Source: an optimization exercise on an open RTL-to-GDS flow (aim: small area and a short achievable clock period). Production flows keep margins and buffers that such runs may drop. The RTL was checked by simulation tests, not by an equivalence proof against the original design.

[constraint.sdc]
create_clock -name core_clock -period 85.0 [get_ports {clk}]
set_input_delay 17.0000 -clock core_clock [delete_from_list [all_inputs] [get_ports {clk}]]
set_output_delay 17.0000 -clock core_clock [all_outputs]
set_load 0.01 [all_outputs]
[standard.sh]
#!/bin/bash
# synth_recipe.tcl (not shown) runs the flow's synth.tcl, then flattens the netlist and writes it again
# the make line also repeats each setting of config.mk as NAME=value (left out here)
make -C /OpenROAD-flow-scripts/flow DESIGN_CONFIG=/design/flow/config.mk WORK_HOME=/design/flow/orfs CLKGATE_MAP_FILE= SYNTH_SCRIPT=/design/flow/synth_recipe.tcl "${@:-finish}"
[design.v]
`timescale 1ns / 1ps
module cadd #(parameter W = 24) (
  input [W-1:0] a,
  input [W-1:0] b,
  input m,
  input ci,
  output [W-1:0] s,
  output co
);
  wire [W:0] c;
  wire [W-1:0] bb = b ^ {W{m}};
  assign c[0] = ci;
  genvar k;
  generate for (k = 0; k < W; k = k + 1) begin : g
    assign s[k] = a[k] ^ bb[k] ^ c[k];
    assign c[k+1] = (a[k] & bb[k]) | (c[k] & (a[k] ^ bb[k]));
  end endgenerate
  assign co = c[W];
endmodule
`timescale 1ns / 1ps
module demapper #(
  parameter MAX_BITS = 5
)(
  input clk,
  input rst,                    
  input enable,                 
  input [15:0] x_real,
  input [15:0] x_imag,
  input [3:0]  coding_rate,
  output reg [MAX_BITS-1:0] bits,
  output reg valid_out
);
  reg [15:0] xr_q, xi_q;
  reg [3:0] cr_q;
  always @(posedge clk) begin
    xr_q <= x_real;
    xi_q <= x_imag;
    cr_q <= coding_rate;
  end
  reg [7:0] vp;
  always @(posedge clk) begin
    if (rst) begin
      vp <= 8'd0;
      valid_out <= 1'b0;
    end else begin
      vp <= {vp[6:0], enable};
      valid_out <= vp[7];
    end
  end
  wire [15:0] ax, ay;
  cadd #(.W(16)) u_ax (.a(16'd0), .b(xr_q), .m(xr_q[15]), .ci(xr_q[15]), .s(ax), .co());
  cadd #(.W(16)) u_ay (.a(16'd0), .b(xi_q), .m(xi_q[15]), .ci(xi_q[15]), .s(ay), .co());
  wire big = (|ax[15:8]) | (|ay[15:8]);
  wire xgt = ax[7:0] > ay[7:0];
  wire [7:0] mx = xgt ? ax[7:0] : ay[7:0];
  wire [7:0] mn = xgt ? ay[7:0] : ax[7:0];
  wire [9:0] mag = mx + (mn >> 2) + (mn >> 3) + (mn >> 4) - (mn >> 6) - (mn >> 7);
  reg [9:0] t1, t2;
  always @(*) begin
    case (cr_q)
      4'd3: begin t1 = 10'd57; t2 = 10'd175; end
      4'd4: begin t1 = 10'd59; t2 = 10'd176; end
      4'd5: begin t1 = 10'd62; t2 = 10'd178; end
      4'd6: begin t1 = 10'd63; t2 = 10'd179; end
      default: begin t1 = 10'd54; t2 = 10'd173; end
    endcase
  end
  wire ri_0 = ~big & (mag < t1);           
  wire rm_0 = ~big & ~ri_0 & (mag < t2);   
  wire qx_0 = xr_q[15];
  wire [23:0] x_0 = {ax, 8'd0};
  wire [23:0] y_0 = {xi_q, 8'd0};
  wire s_0 = y_0[23];
  wire [15:0] y1_0; wire y1_0_co;
  wire m0 = ~(s_0 ^ qx_0);
  cadd #(.W(16)) u_y1_0 (.a(y_0[23:8]), .b(xr_q[15:0]), .m(m0), .ci(m0), .s(y1_0), .co(y1_0_co));
  wire [15:0] x1_0; wire x1_0_co;
  cadd #(.W(16)) u_x1_0 (.a(x_0[23:8]), .b({y_0[23:8]}), .m(s_0), .ci(s_0), .s(x1_0), .co(x1_0_co));
  wire [23:0] y_1 = {y1_0, 8'd0};
  wire [23:0] x_1 = {x1_0, 8'd0};
  wire s_1 = y_1[23];
  wire [16:0] y2_0; wire y2_0_co;
  cadd #(.W(17)) u_y2_0 (.a(y_1[23:7]), .b({x_1[23], x_1[23:8]}), .m(~s_1), .ci(~s_1), .s(y2_0), .co(y2_0_co));
  wire [16:0] x2_0; wire x2_0_co;
  cadd #(.W(17)) u_x2_0 (.a(x_1[23:7]), .b({y_1[23], y_1[23:8]}), .m(s_1), .ci(s_1), .s(x2_0), .co(x2_0_co));
  wire [23:0] y_2 = {y2_0, 7'd0};
  wire [23:0] x_2 = {x2_0, 7'd0};
  wire s_2 = y_2[23];
  wire [11:0] y3_0; wire y3_0_co;
  cadd #(.W(12)) u_y3_0 (.a(y_2[16:5]), .b({x_2[18:7]}), .m(~s_2), .ci(~s_2), .s(y3_0), .co(y3_0_co));
  wire [11:0] x3_0; wire x3_0_co;
  cadd #(.W(12)) u_x3_0 (.a(x_2[16:5]), .b({y_2[18:7]}), .m(s_2), .ci(s_2), .s(x3_0), .co(x3_0_co));
  reg [11:0] yl_c2;
  always @(posedge clk) yl_c2 <= y3_0[11:0];
  reg [11:0] xl_c2;
  always @(posedge clk) xl_c2 <= x3_0[11:0];
  reg [0:0] cy_c2;
  always @(posedge clk) cy_c2 <= y3_0_co;
  reg [0:0] cx_c2;
  always @(posedge clk) cx_c2 <= x3_0_co;
  reg [6:0] yh_c2;
  always @(posedge clk) yh_c2 <= y_2[23:17];
  reg [6:0] xh_c2;
  always @(posedge clk) xh_c2 <= x_2[23:17];
  wire [23:0] xi_c2 = {xh_c2, 17'd0};
  wire [23:0] yi_c2 = {yh_c2, 17'd0};
  reg [0:0] s_c2;
  always @(posedge clk) s_c2 <= s_2;
  reg qx_c2;
  always @(posedge clk) qx_c2 <= qx_0;
  reg ri_c2;
  always @(posedge clk) ri_c2 <= ri_0;
  reg rm_c2;
  always @(posedge clk) rm_c2 <= rm_0;
  reg [2:0] d_c2;
  always @(posedge clk) d_c2 <= {~s_2, ~s_1, ~s_0};
  wire [6:0] y3_1; wire y3_1_co;
  cadd #(.W(7)) u_y3_1 (.a(yi_c2[23:17]), .b({{2{xi_c2[23]}}, xi_c2[23:19]}), .m(~s_c2[0]), .ci(cy_c2[0]), .s(y3_1), .co(y3_1_co));
  wire [6:0] x3_1; wire x3_1_co;
  cadd #(.W(7)) u_x3_1 (.a(xi_c2[23:17]), .b({{2{yi_c2[23]}}, yi_c2[23:19]}), .m(s_c2[0]), .ci(cx_c2[0]), .s(x3_1), .co(x3_1_co));
  wire [23:0] y_3 = {y3_1, yl_c2, 5'd0};
  wire [23:0] x_3 = {x3_1, xl_c2, 5'd0};
  wire s_3 = y_3[23];
  wire [21:0] y4_0; wire y4_0_co;
  cadd #(.W(22)) u_y4_0 (.a(y_3[23:2]), .b({{3{x_3[23]}}, x_3[23:5]}), .m(~s_3), .ci(~s_3), .s(y4_0), .co(y4_0_co));
  wire [21:0] x4_0; wire x4_0_co;
  cadd #(.W(22)) u_x4_0 (.a(x_3[23:2]), .b({{3{y_3[23]}}, y_3[23:5]}), .m(s_3), .ci(s_3), .s(x4_0), .co(x4_0_co));
  wire [23:0] y_4 = {y4_0, 2'd0};
  wire [23:0] x_4 = {x4_0, 2'd0};
  wire s_4 = y_4[23];
  wire [13:0] y5_0; wire y5_0_co;
  cadd #(.W(14)) u_y5_0 (.a(y_4[13:0]), .b({x_4[17:4]}), .m(~s_4), .ci(~s_4), .s(y5_0), .co(y5_0_co));
  wire [13:0] x5_0; wire x5_0_co;
  cadd #(.W(14)) u_x5_0 (.a(x_4[13:0]), .b({y_4[17:4]}), .m(s_4), .ci(s_4), .s(x5_0), .co(x5_0_co));
  reg [13:0] yl_c4;
  always @(posedge clk) yl_c4 <= y5_0[13:0];
  reg [13:0] xl_c4;
  always @(posedge clk) xl_c4 <= x5_0[13:0];
  reg [0:0] cy_c4;
  always @(posedge clk) cy_c4 <= y5_0_co;
  reg [0:0] cx_c4;
  always @(posedge clk) cx_c4 <= x5_0_co;
  reg [9:0] yh_c4;
  always @(posedge clk) yh_c4 <= y_4[23:14];
  reg [9:0] xh_c4;
  always @(posedge clk) xh_c4 <= x_4[23:14];
  wire [23:0] xi_c4 = {xh_c4, 14'd0};
  wire [23:0] yi_c4 = {yh_c4, 14'd0};
  reg [0:0] s_c4;
  always @(posedge clk) s_c4 <= s_4;
  reg qx_c4;
  always @(posedge clk) qx_c4 <= qx_c2;
  reg ri_c4;
  always @(posedge clk) ri_c4 <= ri_c2;
  reg rm_c4;
  always @(posedge clk) rm_c4 <= rm_c2;
  reg [4:0] d_c4;
  always @(posedge clk) d_c4 <= {~s_4, ~s_3, ~s_c2[0], d_c2[1], d_c2[0]};
  wire [9:0] y5_1; wire y5_1_co;
  cadd #(.W(10)) u_y5_1 (.a(yi_c4[23:14]), .b({{4{xi_c4[23]}}, xi_c4[23:18]}), .m(~s_c4[0]), .ci(cy_c4[0]), .s(y5_1), .co(y5_1_co));
  wire [9:0] x5_1; wire x5_1_co;
  cadd #(.W(10)) u_x5_1 (.a(xi_c4[23:14]), .b({{4{yi_c4[23]}}, yi_c4[23:18]}), .m(s_c4[0]), .ci(cx_c4[0]), .s(x5_1), .co(x5_1_co));
  wire [23:0] y_5 = {y5_1, yl_c4};
  wire [23:0] x_5 = {x5_1, xl_c4};
  wire s_5 = y_5[23];
  wire [23:0] y6_0; wire y6_0_co;
  cadd #(.W(24)) u_y6_0 (.a(y_5[23:0]), .b({{5{x_5[23]}}, x_5[23:5]}), .m(~s_5), .ci(~s_5), .s(y6_0), .co(y6_0_co));
  wire [23:0] x6_0; wire x6_0_co;
  cadd #(.W(24)) u_x6_0 (.a(x_5[23:0]), .b({{5{y_5[23]}}, y_5[23:5]}), .m(s_5), .ci(s_5), .s(x6_0), .co(x6_0_co));
  wire [23:0] y_6 = {y6_0};
  wire [23:0] x_6 = {x6_0};
  wire s_6 = y_6[23];
  wire [5:0] y7_0; wire y7_0_co;
  cadd #(.W(6)) u_y7_0 (.a(y_6[5:0]), .b({x_6[11:6]}), .m(~s_6), .ci(~s_6), .s(y7_0), .co(y7_0_co));
  wire [5:0] x7_0; wire x7_0_co;
  cadd #(.W(6)) u_x7_0 (.a(x_6[5:0]), .b({y_6[11:6]}), .m(s_6), .ci(s_6), .s(x7_0), .co(x7_0_co));
  reg [5:0] yl_c6;
  always @(posedge clk) yl_c6 <= y7_0[5:0];
  reg [5:0] xl_c6;
  always @(posedge clk) xl_c6 <= x7_0[5:0];
  reg [0:0] cy_c6;
  always @(posedge clk) cy_c6 <= y7_0_co;
  reg [0:0] cx_c6;
  always @(posedge clk) cx_c6 <= x7_0_co;
  reg [17:0] yh_c6;
  always @(posedge clk) yh_c6 <= y_6[23:6];
  reg [17:0] xh_c6;
  always @(posedge clk) xh_c6 <= x_6[23:6];
  wire [23:0] xi_c6 = {xh_c6, 6'd0};
  wire [23:0] yi_c6 = {yh_c6, 6'd0};
  reg [0:0] s_c6;
  always @(posedge clk) s_c6 <= s_6;
  reg qx_c6;
  always @(posedge clk) qx_c6 <= qx_c4;
  reg ri_c6;
  always @(posedge clk) ri_c6 <= ri_c4;
  reg rm_c6;
  always @(posedge clk) rm_c6 <= rm_c4;
  reg [6:0] d_c6;
  always @(posedge clk) d_c6 <= {~s_6, ~s_5, ~s_c4[0], d_c4[3], d_c4[2], d_c4[1], d_c4[0]};
  wire [17:0] y7_1; wire y7_1_co;
  cadd #(.W(18)) u_y7_1 (.a(yi_c6[23:6]), .b({{6{xi_c6[23]}}, xi_c6[23:12]}), .m(~s_c6[0]), .ci(cy_c6[0]), .s(y7_1), .co(y7_1_co));
  wire [17:0] x7_1; wire x7_1_co;
  cadd #(.W(18)) u_x7_1 (.a(xi_c6[23:6]), .b({{6{yi_c6[23]}}, yi_c6[23:12]}), .m(s_c6[0]), .ci(cx_c6[0]), .s(x7_1), .co(x7_1_co));
  wire [23:0] y_7 = {y7_1, yl_c6};
  wire [23:0] x_7 = {x7_1, xl_c6};
  wire s_7 = y_7[23];
  wire [21:0] y8_0; wire y8_0_co;
  cadd #(.W(22)) u_y8_0 (.a(y_7[21:0]), .b({{5{x_7[23]}}, x_7[23:7]}), .m(~s_7), .ci(~s_7), .s(y8_0), .co(y8_0_co));
  wire [21:0] x8_0; wire x8_0_co;
  cadd #(.W(22)) u_x8_0 (.a(x_7[21:0]), .b({{5{y_7[23]}}, y_7[23:7]}), .m(s_7), .ci(s_7), .s(x8_0), .co(x8_0_co));
  reg [21:0] yl_c7;
  always @(posedge clk) yl_c7 <= y8_0[21:0];
  reg [21:0] xl_c7;
  always @(posedge clk) xl_c7 <= x8_0[21:0];
  reg [0:0] cy_c7;
  always @(posedge clk) cy_c7 <= y8_0_co;
  reg [0:0] cx_c7;
  always @(posedge clk) cx_c7 <= x8_0_co;
  reg [1:0] yh_c7;
  always @(posedge clk) yh_c7 <= y_7[23:22];
  reg [1:0] xh_c7;
  always @(posedge clk) xh_c7 <= x_7[23:22];
  wire [23:0] xi_c7 = {xh_c7, 22'd0};
  wire [23:0] yi_c7 = {yh_c7, 22'd0};
  reg [0:0] s_c7;
  always @(posedge clk) s_c7 <= s_7;
  reg qx_c7;
  always @(posedge clk) qx_c7 <= qx_c6;
  reg ri_c7;
  always @(posedge clk) ri_c7 <= ri_c6;
  reg rm_c7;
  always @(posedge clk) rm_c7 <= rm_c6;
  reg [7:0] d_c7;
  always @(posedge clk) d_c7 <= {~s_7, ~s_c6[0], d_c6[5], d_c6[4], d_c6[3], d_c6[2], d_c6[1], d_c6[0]};
  wire [1:0] y8_1; wire y8_1_co;
  cadd #(.W(2)) u_y8_1 (.a(yi_c7[23:22]), .b({{2{xi_c7[23]}}}), .m(~s_c7[0]), .ci(cy_c7[0]), .s(y8_1), .co(y8_1_co));
  wire [1:0] x8_1; wire x8_1_co;
  cadd #(.W(2)) u_x8_1 (.a(xi_c7[23:22]), .b({{2{yi_c7[23]}}}), .m(s_c7[0]), .ci(cx_c7[0]), .s(x8_1), .co(x8_1_co));
  wire [23:0] y_8 = {y8_1, yl_c7};
  wire [23:0] x_8 = {x8_1, xl_c7};
  wire s_8 = y_8[23];
  wire [23:0] y9_0; wire y9_0_co;
  cadd #(.W(24)) u_y9_0 (.a(y_8[23:0]), .b({{8{x_8[23]}}, x_8[23:8]}), .m(~s_8), .ci(~s_8), .s(y9_0), .co(y9_0_co));
  wire [23:0] x9_0; wire x9_0_co;
  cadd #(.W(24)) u_x9_0 (.a(x_8[23:0]), .b({{8{y_8[23]}}, y_8[23:8]}), .m(s_8), .ci(s_8), .s(x9_0), .co(x9_0_co));
  wire [23:0] y_9 = {y9_0};
  wire [23:0] x_9 = {x9_0};
  wire s_9 = y_9[23];
  wire [14:0] y10_0; wire y10_0_co;
  cadd #(.W(15)) u_y10_0 (.a(y_9[14:0]), .b({x_9[23:9]}), .m(~s_9), .ci(~s_9), .s(y10_0), .co(y10_0_co));
  wire [14:0] x10_0; wire x10_0_co;
  cadd #(.W(15)) u_x10_0 (.a(x_9[14:0]), .b({y_9[23:9]}), .m(s_9), .ci(s_9), .s(x10_0), .co(x10_0_co));
  reg [14:0] yl_c9;
  always @(posedge clk) yl_c9 <= y10_0[14:0];
  reg [14:0] xl_c9;
  always @(posedge clk) xl_c9 <= x10_0[14:0];
  reg [0:0] cy_c9;
  always @(posedge clk) cy_c9 <= y10_0_co;
  reg [0:0] cx_c9;
  always @(posedge clk) cx_c9 <= x10_0_co;
  reg [8:0] yh_c9;
  always @(posedge clk) yh_c9 <= y_9[23:15];
  reg [8:0] xh_c9;
  always @(posedge clk) xh_c9 <= x_9[23:15];
  wire [23:0] xi_c9 = {xh_c9, 15'd0};
  wire [23:0] yi_c9 = {yh_c9, 15'd0};
  reg [0:0] s_c9;
  always @(posedge clk) s_c9 <= s_9;
  reg qx_c9;
  always @(posedge clk) qx_c9 <= qx_c7;
  reg ri_c9;
  always @(posedge clk) ri_c9 <= ri_c7;
  reg rm_c9;
  always @(posedge clk) rm_c9 <= rm_c7;
  reg [9:0] d_c9;
  always @(posedge clk) d_c9 <= {~s_9, ~s_8, ~s_c7[0], d_c7[6], d_c7[5], d_c7[4], d_c7[3], d_c7[2], d_c7[1], d_c7[0]};
  wire [8:0] y10_1; wire y10_1_co;
  cadd #(.W(9)) u_y10_1 (.a(yi_c9[23:15]), .b({{9{xi_c9[23]}}}), .m(~s_c9[0]), .ci(cy_c9[0]), .s(y10_1), .co(y10_1_co));
  wire [8:0] x10_1; wire x10_1_co;
  cadd #(.W(9)) u_x10_1 (.a(xi_c9[23:15]), .b({{9{yi_c9[23]}}}), .m(s_c9[0]), .ci(cx_c9[0]), .s(x10_1), .co(x10_1_co));
  wire [23:0] y_10 = {y10_1, yl_c9};
  wire [23:0] x_10 = {x10_1, xl_c9};
  wire s_10 = y_10[23];
  wire [23:0] y11_0; wire y11_0_co;
  cadd #(.W(24)) u_y11_0 (.a(y_10[23:0]), .b({{10{x_10[23]}}, x_10[23:10]}), .m(~s_10), .ci(~s_10), .s(y11_0), .co(y11_0_co));
  wire [23:0] x11_0; wire x11_0_co;
  cadd #(.W(24)) u_x11_0 (.a(x_10[23:0]), .b({{10{y_10[23]}}, y_10[23:10]}), .m(s_10), .ci(s_10), .s(x11_0), .co(x11_0_co));
  wire [23:0] y_11 = {y11_0};
  wire [23:0] x_11 = {x11_0};
  wire s_11 = y_11[23];
  wire [9:0] y12_0; wire y12_0_co;
  cadd #(.W(10)) u_y12_0 (.a(y_11[9:0]), .b({x_11[20:11]}), .m(~s_11), .ci(~s_11), .s(y12_0), .co(y12_0_co));
  wire [9:0] x12_0; wire x12_0_co;
  cadd #(.W(10)) u_x12_0 (.a(x_11[9:0]), .b({y_11[20:11]}), .m(s_11), .ci(s_11), .s(x12_0), .co(x12_0_co));
  reg [9:0] yl_c11;
  always @(posedge clk) yl_c11 <= y12_0[9:0];
  reg [9:0] xl_c11;
  always @(posedge clk) xl_c11 <= x12_0[9:0];
  reg [0:0] cy_c11;
  always @(posedge clk) cy_c11 <= y12_0_co;
  reg [0:0] cx_c11;
  always @(posedge clk) cx_c11 <= x12_0_co;
  reg [13:0] yh_c11;
  always @(posedge clk) yh_c11 <= y_11[23:10];
  reg [13:0] xh_c11;
  always @(posedge clk) xh_c11 <= x_11[23:10];
  wire [23:0] xi_c11 = {xh_c11, 10'd0};
  wire [23:0] yi_c11 = {yh_c11, 10'd0};
  reg [0:0] s_c11;
  always @(posedge clk) s_c11 <= s_11;
  reg qx_c11;
  always @(posedge clk) qx_c11 <= qx_c9;
  reg ri_c11;
  always @(posedge clk) ri_c11 <= ri_c9;
  reg rm_c11;
  always @(posedge clk) rm_c11 <= rm_c9;
  reg [11:0] d_c11;
  always @(posedge clk) d_c11 <= {~s_11, ~s_10, ~s_c9[0], d_c9[8], d_c9[7], d_c9[6], d_c9[5], d_c9[4], d_c9[3], d_c9[2], d_c9[1], d_c9[0]};
  wire [13:0] y12_1; wire y12_1_co;
  cadd #(.W(14)) u_y12_1 (.a(yi_c11[23:10]), .b({{11{xi_c11[23]}}, xi_c11[23:21]}), .m(~s_c11[0]), .ci(cy_c11[0]), .s(y12_1), .co(y12_1_co));
  wire [13:0] x12_1; wire x12_1_co;
  cadd #(.W(14)) u_x12_1 (.a(xi_c11[23:10]), .b({{11{yi_c11[23]}}, yi_c11[23:21]}), .m(s_c11[0]), .ci(cx_c11[0]), .s(x12_1), .co(x12_1_co));
  wire [23:0] y_12 = {y12_1, yl_c11};
  wire [23:0] x_12 = {x12_1, xl_c11};
  wire s_12 = y_12[23];
  wire [23:0] y13_0; wire y13_0_co;
  cadd #(.W(24)) u_y13_0 (.a(y_12[23:0]), .b({{12{x_12[23]}}, x_12[23:12]}), .m(~s_12), .ci(~s_12), .s(y13_0), .co(y13_0_co));
  wire [23:0] x13_0; wire x13_0_co;
  cadd #(.W(24)) u_x13_0 (.a(x_12[23:0]), .b({{12{y_12[23]}}, y_12[23:12]}), .m(s_12), .ci(s_12), .s(x13_0), .co(x13_0_co));
  wire [23:0] y_13 = {y13_0};
  wire [23:0] x_13 = {x13_0};
  wire s_13 = y_13[23];
  wire [5:0] y14_0; wire y14_0_co;
  cadd #(.W(6)) u_y14_0 (.a(y_13[5:0]), .b({x_13[18:13]}), .m(~s_13), .ci(~s_13), .s(y14_0), .co(y14_0_co));
  wire [5:0] x14_0; wire x14_0_co;
  cadd #(.W(6)) u_x14_0 (.a(x_13[5:0]), .b({y_13[18:13]}), .m(s_13), .ci(s_13), .s(x14_0), .co(x14_0_co));
  reg [5:0] yl_c13;
  always @(posedge clk) yl_c13 <= y14_0[5:0];
  reg [0:0] cy_c13;
  always @(posedge clk) cy_c13 <= y14_0_co;
  reg [0:0] cx_c13;
  always @(posedge clk) cx_c13 <= x14_0_co;
  reg [17:0] yh_c13;
  always @(posedge clk) yh_c13 <= y_13[23:6];
  reg [17:0] xh_c13;
  always @(posedge clk) xh_c13 <= x_13[23:6];
  wire [23:0] xi_c13 = {xh_c13, 6'd0};
  wire [23:0] yi_c13 = {yh_c13, 6'd0};
  reg [0:0] s_c13;
  always @(posedge clk) s_c13 <= s_13;
  reg qx_c13;
  always @(posedge clk) qx_c13 <= qx_c11;
  reg ri_c13;
  always @(posedge clk) ri_c13 <= ri_c11;
  reg rm_c13;
  always @(posedge clk) rm_c13 <= rm_c11;
  wire [5:0] romc_a = {d_c11[5], d_c11[4], d_c11[3], d_c11[2], d_c11[1], d_c11[0]};
  wire [19:0] romc =
    (romc_a == 6'd0) ? 20'hE41B9 :
    (romc_a == 6'd1) ? 20'hFD3D9 :
    (romc_a == 6'd2) ? 20'hF2F1D :
    (romc_a == 6'd3) ? 20'h0C13D :
    (romc_a == 6'd4) ? 20'hEBF27 :
    (romc_a == 6'd5) ? 20'h05147 :
    (romc_a == 6'd6) ? 20'hFAC8B :
    (romc_a == 6'd7) ? 20'h13EAB :
    (romc_a == 6'd8) ? 20'hE8165 :
    (romc_a == 6'd9) ? 20'h01385 :
    (romc_a == 6'd10) ? 20'hF6EC9 :
    (romc_a == 6'd11) ? 20'h100E9 :
    (romc_a == 6'd12) ? 20'hEFED3 :
    (romc_a == 6'd13) ? 20'h090F3 :
    (romc_a == 6'd14) ? 20'hFEC37 :
    (romc_a == 6'd15) ? 20'h17E57 :
    (romc_a == 6'd16) ? 20'hE61AF :
    (romc_a == 6'd17) ? 20'hFF3CF :
    (romc_a == 6'd18) ? 20'hF4F13 :
    (romc_a == 6'd19) ? 20'h0E133 :
    (romc_a == 6'd20) ? 20'hEDF1D :
    (romc_a == 6'd21) ? 20'h0713D :
    (romc_a == 6'd22) ? 20'hFCC81 :
    (romc_a == 6'd23) ? 20'h15EA1 :
    (romc_a == 6'd24) ? 20'hEA15B :
    (romc_a == 6'd25) ? 20'h0337B :
    (romc_a == 6'd26) ? 20'hF8EBF :
    (romc_a == 6'd27) ? 20'h120DF :
    (romc_a == 6'd28) ? 20'hF1EC9 :
    (romc_a == 6'd29) ? 20'h0B0E9 :
    (romc_a == 6'd30) ? 20'h00C2D :
    (romc_a == 6'd31) ? 20'h19E4D :
    (romc_a == 6'd32) ? 20'hE51B7 :
    (romc_a == 6'd33) ? 20'hFE3D7 :
    (romc_a == 6'd34) ? 20'hF3F1B :
    (romc_a == 6'd35) ? 20'h0D13B :
    (romc_a == 6'd36) ? 20'hECF25 :
    (romc_a == 6'd37) ? 20'h06145 :
    (romc_a == 6'd38) ? 20'hFBC89 :
    (romc_a == 6'd39) ? 20'h14EA9 :
    (romc_a == 6'd40) ? 20'hE9163 :
    (romc_a == 6'd41) ? 20'h02383 :
    (romc_a == 6'd42) ? 20'hF7EC7 :
    (romc_a == 6'd43) ? 20'h110E7 :
    (romc_a == 6'd44) ? 20'hF0ED1 :
    (romc_a == 6'd45) ? 20'h0A0F1 :
    (romc_a == 6'd46) ? 20'hFFC35 :
    (romc_a == 6'd47) ? 20'h18E55 :
    (romc_a == 6'd48) ? 20'hE71AD :
    (romc_a == 6'd49) ? 20'h003CD :
    (romc_a == 6'd50) ? 20'hF5F11 :
    (romc_a == 6'd51) ? 20'h0F131 :
    (romc_a == 6'd52) ? 20'hEEF1B :
    (romc_a == 6'd53) ? 20'h0813B :
    (romc_a == 6'd54) ? 20'hFDC7F :
    (romc_a == 6'd55) ? 20'h16E9F :
    (romc_a == 6'd56) ? 20'hEB159 :
    (romc_a == 6'd57) ? 20'h04379 :
    (romc_a == 6'd58) ? 20'hF9EBD :
    (romc_a == 6'd59) ? 20'h130DD :
    (romc_a == 6'd60) ? 20'hF2EC7 :
    (romc_a == 6'd61) ? 20'h0C0E7 :
    (romc_a == 6'd62) ? 20'h01C2B :
    20'h1AE4B;
  reg [18:0] rom_q;
  always @(posedge clk) rom_q <= {romc[19], romc[18], romc[17], romc[16], romc[15], romc[14], romc[13], romc[12], romc[11], romc[10], romc[9], romc[8], romc[7], romc[6], romc[5], romc[4], romc[3], romc[2], romc[1]};
  reg [0:0] d0_c13;
  always @(posedge clk) d0_c13 <= d_c11[0];
  reg [7:0] d_c13;
  always @(posedge clk) d_c13 <= {~s_13, ~s_12, ~s_c11[0], d_c11[10], d_c11[9], d_c11[8], d_c11[7], d_c11[6]};
  wire [17:0] y14_1; wire y14_1_co;
  cadd #(.W(18)) u_y14_1 (.a(yi_c13[23:6]), .b({{13{xi_c13[23]}}, xi_c13[23:19]}), .m(~s_c13[0]), .ci(cy_c13[0]), .s(y14_1), .co(y14_1_co));
  wire [17:0] x14_1; wire x14_1_co;
  cadd #(.W(18)) u_x14_1 (.a(xi_c13[23:6]), .b({{13{yi_c13[23]}}, yi_c13[23:19]}), .m(s_c13[0]), .ci(cx_c13[0]), .s(x14_1), .co(x14_1_co));
  wire [23:0] y_14 = {y14_1, yl_c13};
  wire [23:0] x_14 = {x14_1, 6'd0};
  wire s_14 = y_14[23];
  wire [23:0] y15_0; wire y15_0_co;
  cadd #(.W(24)) u_y15_0 (.a(y_14[23:0]), .b({{14{x_14[23]}}, x_14[23:14]}), .m(~s_14), .ci(~s_14), .s(y15_0), .co(y15_0_co));
  wire [23:0] y_15 = {y15_0};
  wire s_15 = y_15[23];
  wire [15:0] dv = {~s_15, ~s_14, ~s_c13[0], d_c13[6], d_c13[5], d_c13[4], d_c13[3], d_c13[2], d_c13[1], d_c13[0], 1'b0, 1'b0, 1'b0, 1'b0, 1'b0, d0_c13[0]};
  wire [19:0] rom = {rom_q[18], rom_q[17], rom_q[16], rom_q[15], rom_q[14], rom_q[13], rom_q[12], rom_q[11], rom_q[10], rom_q[9], rom_q[8], rom_q[7], rom_q[6], rom_q[5], rom_q[4], rom_q[3], rom_q[2], rom_q[1], rom_q[0], 1'b1};
  wire [17:0] ang_h;
  cadd #(.W(18)) u_ang (.a(rom[19:2]), .b({8'd0, dv[6], dv[7], dv[8], dv[9], dv[10], dv[11], dv[12], dv[13], dv[14], dv[15]}),
                        .m(1'b0), .ci(1'b0), .s(ang_h), .co());
  wire [19:0] ang = {ang_h, rom[1:0]};
  localparam [19:0] PI = 20'h3243F;
  wire qn = qx_c13;
  wire [19:0] qk = qn ? PI : (dv[0] ? 20'd0 : PI + PI);
  wire [19:0] angq;
  cadd #(.W(20)) u_q (.a(qk), .b(ang), .m(qn), .ci(qn), .s(angq), .co());
  wire [11:0] a12 = angq[19:8];
  reg [4:0] lab;
  always @(*) begin
    if (ri_c13) begin
      if (a12 < 12'd402) lab = 5'b10001;
      else if (a12 < 12'd804) lab = 5'b10101;
      else if (a12 < 12'd1206) lab = 5'b10111;
      else lab = 5'b10011;
    end else if (rm_c13) begin
      if (a12 < 12'd134) lab = 5'b10000;
      else if (a12 < 12'd268) lab = 5'b00000;
      else if (a12 < 12'd402) lab = 5'b00001;
      else if (a12 < 12'd536) lab = 5'b00101;
      else if (a12 < 12'd670) lab = 5'b00100;
      else if (a12 < 12'd804) lab = 5'b10100;
      else if (a12 < 12'd938) lab = 5'b10110;
      else if (a12 < 12'd1072) lab = 5'b00110;
      else if (a12 < 12'd1206) lab = 5'b00111;
      else if (a12 < 12'd1340) lab = 5'b00011;
      else if (a12 < 12'd1474) lab = 5'b00010;
      else if (a12 < 12'd1608) lab = 5'b10010;
      else lab = 5'b10000;
    end else begin
      if (a12 < 12'd50) lab = 5'b11000;
      else if (a12 < 12'd151) lab = 5'b01000;
      else if (a12 < 12'd251) lab = 5'b11001;
      else if (a12 < 12'd352) lab = 5'b01001;
      else if (a12 < 12'd452) lab = 5'b01101;
      else if (a12 < 12'd553) lab = 5'b11101;
      else if (a12 < 12'd653) lab = 5'b01100;
      else if (a12 < 12'd754) lab = 5'b11100;
      else if (a12 < 12'd854) lab = 5'b11110;
      else if (a12 < 12'd955) lab = 5'b01110;
      else if (a12 < 12'd1055) lab = 5'b11111;
      else if (a12 < 12'd1156) lab = 5'b01111;
      else if (a12 < 12'd1256) lab = 5'b01011;
      else if (a12 < 12'd1357) lab = 5'b11011;
      else if (a12 < 12'd1457) lab = 5'b01010;
      else if (a12 < 12'd1558) lab = 5'b11010;
      else if (a12 < 12'd1658) lab = 5'b11000;
      else lab = 5'b01000;
    end
  end
  always @(posedge clk) bits <= lab;
endmodule
[config.mk]
export PLATFORM = sky130hd
export DESIGN_NAME = demapper
export DESIGN_NICKNAME = demapper
export VERILOG_FILES = /design/flow/design.v
export SDC_FILE = /design/flow/constraint.sdc
export NUM_CORES = 4
export LEC_CHECK = 0
export CAP_MARGIN = 20
export CORE_MARGIN = 2
export CORE_UTILIZATION = 40
export CTS_BUF_LIST = sky130_fd_sc_hd__clkbuf_8
export CTS_CLUSTER_DIAMETER = 60
export CTS_CLUSTER_SIZE = 18
export SLEW_MARGIN = 20
[flow/fapol.py]
#!/usr/bin/env python3
"""Remove inverters around full adders in a gate-level netlist.

A full adder is self-dual: FA(~a, ~b, ~c) = (~cout, ~sum). Yosys's extract_fa often
builds adders whose inputs or outputs pass through inverters. This pass flips the
polarity of an adder whenever that removes more inverters than it adds, then removes
double inversions and inverters that drive nothing. Only combinational cells change;
flip-flops and ports are untouched.

usage: fapol.py IN.v OUT.v
"""
import re, sys, collections

INV = 'sky130_fd_sc_hd__inv_1'
FMAX = 3   # never leave a full adder output or other driver with more loads than this
FA_IN = ('A', 'B', 'CIN')
FA_OUT = ('COUT', 'SUM')
OUTPINS = {'X', 'Y', 'Q', 'Q_N', 'COUT', 'SUM', 'HI', 'LO'}

src = open(sys.argv[1]).read()
m = re.search(r'^module\s+(\w+)\s*\((.*?)\);', src, re.S | re.M)
head_end = None
# split the module into the declaration part and the instance part
inst_re = re.compile(r'^\s*(sky130_fd_sc_hd__\w+)\s+(\S+)\s*\((.*?)\);\s*$', re.S | re.M)
insts = []
first = None
for mm in inst_re.finditer(src):
    if first is None: first = mm.start()
    pins = {}
    for p, n in re.findall(r'\.(\w+)\(([^()]*)\)', mm.group(3)):
        pins[p] = n.strip()
    insts.append([mm.group(1), mm.group(2), pins])
last = list(inst_re.finditer(src))[-1].end()
pre = src[:first]
post = src[last:]
if re.search(r'^\s*assign\s', src[first:last], re.M):
    sys.exit('assign statements among the cells: not handled')

ports = set()
for d in re.findall(r'^\s*(?:input|output)\s+(?:\[[^\]]*\]\s*)?(.*?);', pre, re.M):
    for n in d.split(','):
        ports.add(n.strip())
def is_port(net):
    base = net.split('[')[0].strip()
    return base in ports or net in ports

alive = [True] * len(insts)
alias = {}   # net that disappeared -> (net, inverted)
def build():
    drv = {}; loads = collections.defaultdict(list)
    for k, (t, nm, pins) in enumerate(insts):
        if not alive[k]: continue
        for p, n in pins.items():
            if p in OUTPINS: drv[n] = (k, p)
            else: loads[n].append((k, p))
    return drv, loads

newid = [0]
def newnet():
    newid[0] += 1
    return '_fapol_n%d_' % newid[0]
def newinv(a):
    newid[0] += 1
    y = '_fapol_n%d_' % newid[0]
    insts.append([INV, '_fapol_i%d_' % newid[0], {'A': a, 'Y': y}])
    alive.append(True)
    return y

def is_inv(k):
    return insts[k][0].startswith('sky130_fd_sc_hd__inv_') or insts[k][0].startswith('sky130_fd_sc_hd__clkinv_')

def flip_cost(k, drv, loads):
    t, nm, pins = insts[k]
    cost = 0
    seen = set()
    for p in FA_IN:
        n = pins[p]
        if n in seen: continue
        seen.add(n)
        d = drv.get(n)
        if d and is_inv(d[0]):
            # the inverter goes away if this adder is its only user
            if all(l[0] == k for l in loads[n]) and not is_port(n): cost -= 1
        else:
            if not any(is_inv(l[0]) for l in loads[n]): cost += 1
    for p in FA_OUT:
        o = pins[p]
        ls = loads.get(o, [])
        invl = [l for l in ls if is_inv(l[0])]
        other = [l for l in ls if not is_inv(l[0])]
        cost -= len(invl)
        if other or is_port(o): cost += 1
        fo = sum(len(loads.get(insts[j][2]['Y'], [])) for (j, q) in invl) + (1 if (other or is_port(o)) else 0)
        if fo > FMAX: return 99
    for p in FA_IN:
        n = pins[p]
        d = drv.get(n)
        if d and is_inv(d[0]):
            a = insts[d[0]][2]['A']
            if len(loads.get(a, [])) + 1 > FMAX and not all(l[0] == k for l in loads[n]): return 99
    return cost

def do_flip(k, drv, loads):
    t, nm, pins = insts[k]
    for p in FA_IN:
        n = pins[p]
        d = drv.get(n)
        if d and is_inv(d[0]):
            pins[p] = insts[d[0]][2]['A']
        else:
            il = [l for l in loads[n] if is_inv(l[0])]
            if il: pins[p] = insts[il[0][0]][2]['Y']
            else: pins[p] = newinv(n)
    for p in FA_OUT:
        o = pins[p]
        ls = loads.get(o, [])
        no = newnet()
        pins[p] = no
        alias[o] = (no, True)
        for (j, q) in ls:
            if is_inv(j):
                # loads of that inverter now take the new output directly
                y = insts[j][2]['Y']
                alive[j] = False
                insts[j][2]['Y'] = y
                rename(y, no)
                alias[y] = (no, False)
        others = [l for l in ls if not is_inv(l[0])]
        if others or is_port(o):
            # keep net o with its true value: o = ~no
            insts.append([INV, '_fapol_i%d_' % (newid[0] + 1), {'A': no, 'Y': o}])
            newid[0] += 1
            alive.append(True)

def rename(old, new):
    # every load of net old is moved to net new; old is not a port here
    if is_port(old):
        # keep the port net: drive it with a buffer-free inverter pair is wasteful;
        # instead rename the new net to the port (nets are names only)
        raise RuntimeError('port net rename')
    for k, (t, nm, pins) in enumerate(insts):
        if not alive[k]: continue
        for p, n in pins.items():
            if n == old and p not in OUTPINS: pins[p] = new

def cleanup():
    changed = True
    while changed:
        changed = False
        drv, loads = build()
        for k, (t, nm, pins) in enumerate(insts):
            if not alive[k] or not is_inv(k): continue
            y = pins['Y']
            if not loads.get(y) and not is_port(y):
                alias[y] = (pins['A'], True)
                alive[k] = False; changed = True; continue
            d = drv.get(pins['A'])
            if d and is_inv(d[0]) and not is_port(y):
                # double inversion: loads of y take the first inverter's input
                a0 = insts[d[0]][2]['A']
                for (j, q) in loads[y]: insts[j][2][q] = a0
                alias[y] = (a0, False)
                alive[k] = False; changed = True
        if changed: continue

XOR = {'sky130_fd_sc_hd__xor2_1': ('sky130_fd_sc_hd__xnor2_1', 'X', 'Y'),
       'sky130_fd_sc_hd__xnor2_1': ('sky130_fd_sc_hd__xor2_1', 'Y', 'X')}
def swap_xor(j):
    t, nm, pins = insts[j]
    nt, op, np_ = XOR[t]
    pins[np_] = pins.pop(op)
    insts[j][0] = nt

def absorb():
    # fold inverters into xor2/xnor2 gates: xnor(a,b) = ~xor(a,b) = xor(~a,b)
    n = 0
    drv, loads = build()
    for k in range(len(insts)):
        if not alive[k] or not is_inv(k): continue
        a = insts[k][2]['A']; y = insts[k][2]['Y']
        if is_port(y) or is_port(a): continue
        d = drv.get(a)
        if d and insts[d[0]][0] in XOR and len(loads[a]) == 1:
            j = d[0]
            swap_xor(j)
            outp = 'X' if insts[j][0].endswith('xor2_1') else 'Y'
            insts[j][2][outp] = y
            alias[a] = (y, True)
            alive[k] = False
            n += 1
            drv, loads = build()
            continue
        ls = loads.get(y, [])
        if ls and all(insts[j][0] in XOR for (j, q) in ls) and len(set(j for j, q in ls)) == len(ls) \
           and len(loads.get(a, [])) - 1 + len(ls) <= FMAX:
            for (j, q) in ls:
                insts[j][2][q] = a
                swap_xor(j)
            alias[y] = (a, True)
            alive[k] = False
            n += 1
            drv, loads = build()
    return n

before = sum(1 for k in range(len(insts)) if alive[k] and is_inv(k))
for rnd in range(6):
    nflip = 0
    drv, loads = build()
    fas = [k for k in range(len(insts)) if alive[k] and insts[k][0].startswith('sky130_fd_sc_hd__fa_')]
    for k in fas:
        c = flip_cost(k, drv, loads)
        if c < 0:
            try:
                do_flip(k, drv, loads)
            except RuntimeError:
                continue
            nflip += 1
            cleanup()
            drv, loads = build()
    na = absorb()
    cleanup()
    if nflip == 0 and na == 0: break
cleanup()
after = sum(1 for k in range(len(insts)) if alive[k] and is_inv(k))
sys.stderr.write('fapol: inverters %d -> %d\n' % (before, after))

# declare new nets
newnets = set()
for k, (t, nm, pins) in enumerate(insts):
    if not alive[k]: continue
    for n in pins.values():
        if n.startswith('_fapol_n'): newnets.add(n)
decl = ''.join('  wire %s;\n' % n for n in sorted(newnets))
body = []
for k, (t, nm, pins) in enumerate(insts):
    if not alive[k]: continue
    body.append('  %s %s (\n%s\n  );\n' % (t, nm, ',\n'.join('    .%s(%s)' % (p, n + ' ' if n.startswith('\\') else n) for p, n in pins.items())))
open(sys.argv[2], 'w').write(pre + decl + ''.join(body) + post)
if len(sys.argv) > 3:
    # the same netlist plus observer cells that rebuild every net that disappeared, so
    # that an equivalence check can pair every original net by name
    present = set()
    for k, (t, nm, pins) in enumerate(insts):
        if alive[k]: present.update(pins.values())
    obs = []; odecl = set()
    for n in alias:
        if n in present: continue
        tgt, inv = alias[n]; seen = 0
        while tgt not in present and tgt in alias and seen < 1000:
            t2, i2 = alias[tgt]; tgt = t2; inv ^= i2; seen += 1
        if tgt not in present: continue
        w = n + ' ' if n.startswith('\\') else n
        tg = tgt + ' ' if tgt.startswith('\\') else tgt
        if inv: obs.append('  sky130_fd_sc_hd__inv_1 _fapol_o%d_ (\n    .A(%s),\n    .Y(%s)\n  );\n' % (len(obs), tg, w))
        else: obs.append('  sky130_fd_sc_hd__buf_1 _fapol_o%d_ (\n    .A(%s),\n    .X(%s)\n  );\n' % (len(obs), tg, w))
        if not n.startswith('\\') and '[' not in n: odecl.add(n)
    odecl_s = ''.join('  wire %s;\n' % n for n in sorted(odecl) if ('wire %s;' % n) not in pre and ('wire %s ' % n) not in pre)
    open(sys.argv[3], 'w').write(pre + decl + odecl_s + ''.join(body) + ''.join(obs) + post)
    sys.stderr.write('fapol: %d observers\n' % len(obs))
[flow/run.sh]
#!/bin/bash
set -uo pipefail
ARGS="BUFFER_PORTS_ARGS=-buffer_cell sky130_fd_sc_hd__buf_2"
CTS="CTS_ARGS=-sink_clustering_enable -repair_clock_nets -dont_use_dummy_load -sink_clustering_size 18 -sink_clustering_max_diameter 60 -buf_list sky130_fd_sc_hd__clkbuf_8"
R=orfs/results/${FLOW_PLATFORM:-sky130hd}/demapper/base
bash standard.sh "$ARGS" synth > standard_synth.log 2>&1 || exit 1
cp $R/1_2_yosys.v netlist_standard.v
if python3 flow/fapol.py netlist_standard.v netlist_fapol.v > fapol.log 2>&1; then
  KEPLER=$(command -v kepler-formal || echo $FLOW_HOME/../tools/install/kepler-formal/bin/kepler-formal)
  LIB=$FLOW_HOME/platforms/sky130hd/lib/sky130_fd_sc_hd__tt_025C_1v80.lib
  mkdir -p kepler_run
  cat > kepler.yml <<EOT
format: verilog
input_paths:
  - $PWD/netlist_standard.v
  - $PWD/netlist_fapol.v
liberty_files:
  - $LIB
log_file: $PWD/kepler_detail.log
report_json: $PWD/kepler_report.json
verilog_design1_top: $FLOW_TOP
verilog_design2_top: $FLOW_TOP
EOT
  if (cd kepler_run && timeout 600 $KEPLER --config ../kepler.yml) > kepler.log 2>&1 \
     && grep -q "No difference was found." kepler.log \
     && grep -q "Verdict: EQUIVALENT" kepler.log; then
    echo "fapol netlist proven equivalent by kepler-formal; using it" >> fapol.log
    cp netlist_fapol.v $R/1_2_yosys.v
    touch $R/1_2_yosys.v
  else
    echo "fapol netlist not proven; keeping the standard netlist" >> fapol.log
  fi
fi
bash standard.sh "$ARGS" "$CTS" finish > standard_finish.log 2>&1 || exit 1
==> metrics.cfg <==
[grt]
grt_pass1_vias = 17195
grt_max_degree = 39
antenna_found_initial = 1
grt_pass1_wl_mm = 89.9
overflow = 0
grt.total_usage_pct = 14.9

[route]
ant_nets = 0
post_drt_wl_per_cell_um = 16.4
drt_iter0_markers = 592
vias = 15263
wirelength_mm = 54.3
drc = 0
viasPerCell = 4.61
first_pass_iters = 5

[timing]
finClkSkew_ns = 0.0581
worst_pin_slew_ns = 1.06
tns_ns = 0
grt_setup_unrepaired = false
max_slew_margin_pct = 29.4
drv_slew = 0
hold_violations = 0
fin_crit_ns = 18.55
fin_crit_sh_pct = 21.8
layout_setup_ws_ns = 66.45
setup_viol = 0
max_freq_mhz = 53.9

[clocking]
clkTransAtPathRegs_ns = 0.11
ctsLongestPathBuffers = 3
cts.repair.resized = 0
clock_sinks = 468
clk_latency_ns = 0.63
cts_made_buffers = 38
h-tree-depth = 2
cts_setup_buffers = 0
tritoncts = yes
cts_hold_buf = 0
root_buffer = clkbuf_8

[layout]
area_delta_synth_final_pct = 6.49
multiInputGateArea_mm2 = 0.0193
seqCellArea_mm2 = 0.00937
drive_above_1_share_pct = 5.53
nFillCells = 6809
diodes = 0
final_nets = 3088

[critical_path]
slowest_stage = xnor3_1
critPathKind = reg -> reg
cpMostUsedCell = fa_1
max_stage_delay_ns = 0.70
cp_data_arrival_time_ns = 19.04
crit_required_ns = 85.50
crit_family = adder cells
cp_num_buf_inv = 3
crit_path_max_fanout = 23
start_kind = register
cp-end-kind = register

[yosys]
synth_fp_nets = 3055
synth_cells = 2319
syn-mean-instance-area_um2 = 12.7
syn_area_mm2 = 0.0295
yosysWarnings = 1

[die]
row_count = 99
io-pin-count = 45
fp.coreArea_mm2 = 0.0731
initial_core_util_pct = 40.4
die_h_um = 276
dieArea_mm2 = 0.0760
dieWidth_um = 276

[job]
max-cap-violations = 0

[place]
port_buffers = 44
place_hpwl_mm = 45.8
gp_congestion = 0.868
pre_cts_ws_ns = 66.44

[run_status]
status = complete, no violations

[min_path]
hp-class = reg -> reg

[worst reg2reg max path, delay by kind of cell (launching register included)]
family	cells	cell delay [ns]
xor+xnor	4	1.21
fa+ha+maj	40	15.92
buf+inv	3	0.40
flops	1	0.54
mux	1	0.33
[cell type report]
type                       count  share of cell area (%)
tap                          959                    3.81
multi-input combinational   1599                    61.4
inverter                     182                    2.17
clock buffer                  38                    1.66
timing repair buffer          63                    1.15
sequential                   468                    29.8
[metal layers]
metal / share of wire (%) / vias to the layer above / track usage (%) / wire length [um]
li1: - / 7360 / - / -
met1: 45 / 7654 / 19.6 / 24500
met2: 50 / 165 / 26.0 / 27100
met3: 2.3 / 84 / 1.66 / 1260
met4: 2.5 / 0 / 4.15 / 1360
met5: 0 / - / 0 / 0
[through the flow]
step,utilization (%),area [um^2],std cells,hold slack [ns]
2_1_floorplan,-,29500,2319,0.310
3_3_place_gp,42.3,30900,3271,0.310
3_5_place_dp,42.3,30900,3271,0.312
4_1_cts,43.0,31500,3309,0.259
5_1_grt,43.0,31500,3309,0.264
6_report,43.0,31500,3309,0.260
[placed cells by master, fill, tap and decap left out, types with 13 or more instances in the layout]
| cell | count |
|---|---|
| o21ai_0 | 49 |
| nor2b_1 | 17 |
| nand2_1 | 45 |
| inv_1 | 181 |
| a21oi_1 | 51 |
| dfxtp_1 | 467 |
| xnor2_1 | 273 |
| ha_1 | 207 |
| buf_2 | 44 |
| buf_4 | 19 |
| xor2_1 | 226 |
| nor2_1 | 57 |
| a21o_1 | 16 |
| fa_1 | 489 |
| nand3_1 | 13 |
| clkbuf_8 | 38 |
[registers in the layout (all words and copies together), names as in the netlist, 10 cells and up]
register / flops
yl_c7: 22
xl_c11: 10
yl_c4: 14
xl_c7: 22
xh_c4: 10
xl_c9: 15
xh_c6: 18
yh_c11: 13
yh_c13: 17
yl_c9: 15
yl_c2: 12
xl_c4: 14
xr_q: 16
xh_c11: 14
rom_q: 16
yl_c11: 10
xl_c2: 12
d_c11: 11
xi_q: 16
yh_c6: 17
xh_c13: 18
[path summary, 6_finish.rpt]
kind | start | endpoint | slack [ns] | cells after the start
worst max-delay path | s_c11 | yl_c13[5] | 66.45 | 48
worst min-delay path | d_c2[0] | d_c4[0] | 0.26 | 0
worst max register to register | s_c11 | yl_c13[5] | 66.45 | 48
worst min register to register | d_c2[0] | d_c4[0] | 0.26 | 0

## afterwards: timing with drivers on the ports
No port has a modelled driver above. Below, the same layout with a new extraction and two added sets of constraints. Step 1, drivers: a clkbuf_16 drives clk and a buf_2 each remaining input, both assumed. Step 2 also shifts input and output timing later by t, the mid clock arrival at the registers, as if the neighbouring blocks saw the same clock. Slacks: ideal / step 1 / step 2; pairs: ideal / step 1.
shift t [ns]: 0.653
setup slack, ns: 66.454 / 66.454 / 66.454
hold WS [ns]: 0.260 / 0.260 / 0.260
worst setup path at the end: register to register
slew at the worst register clock pin (ns): 0.12 / 0.12
After both steps this run still meets setup and hold. The setup slack of this run moves by 0.000 ns with the drivers and by 0.000 ns with both steps.
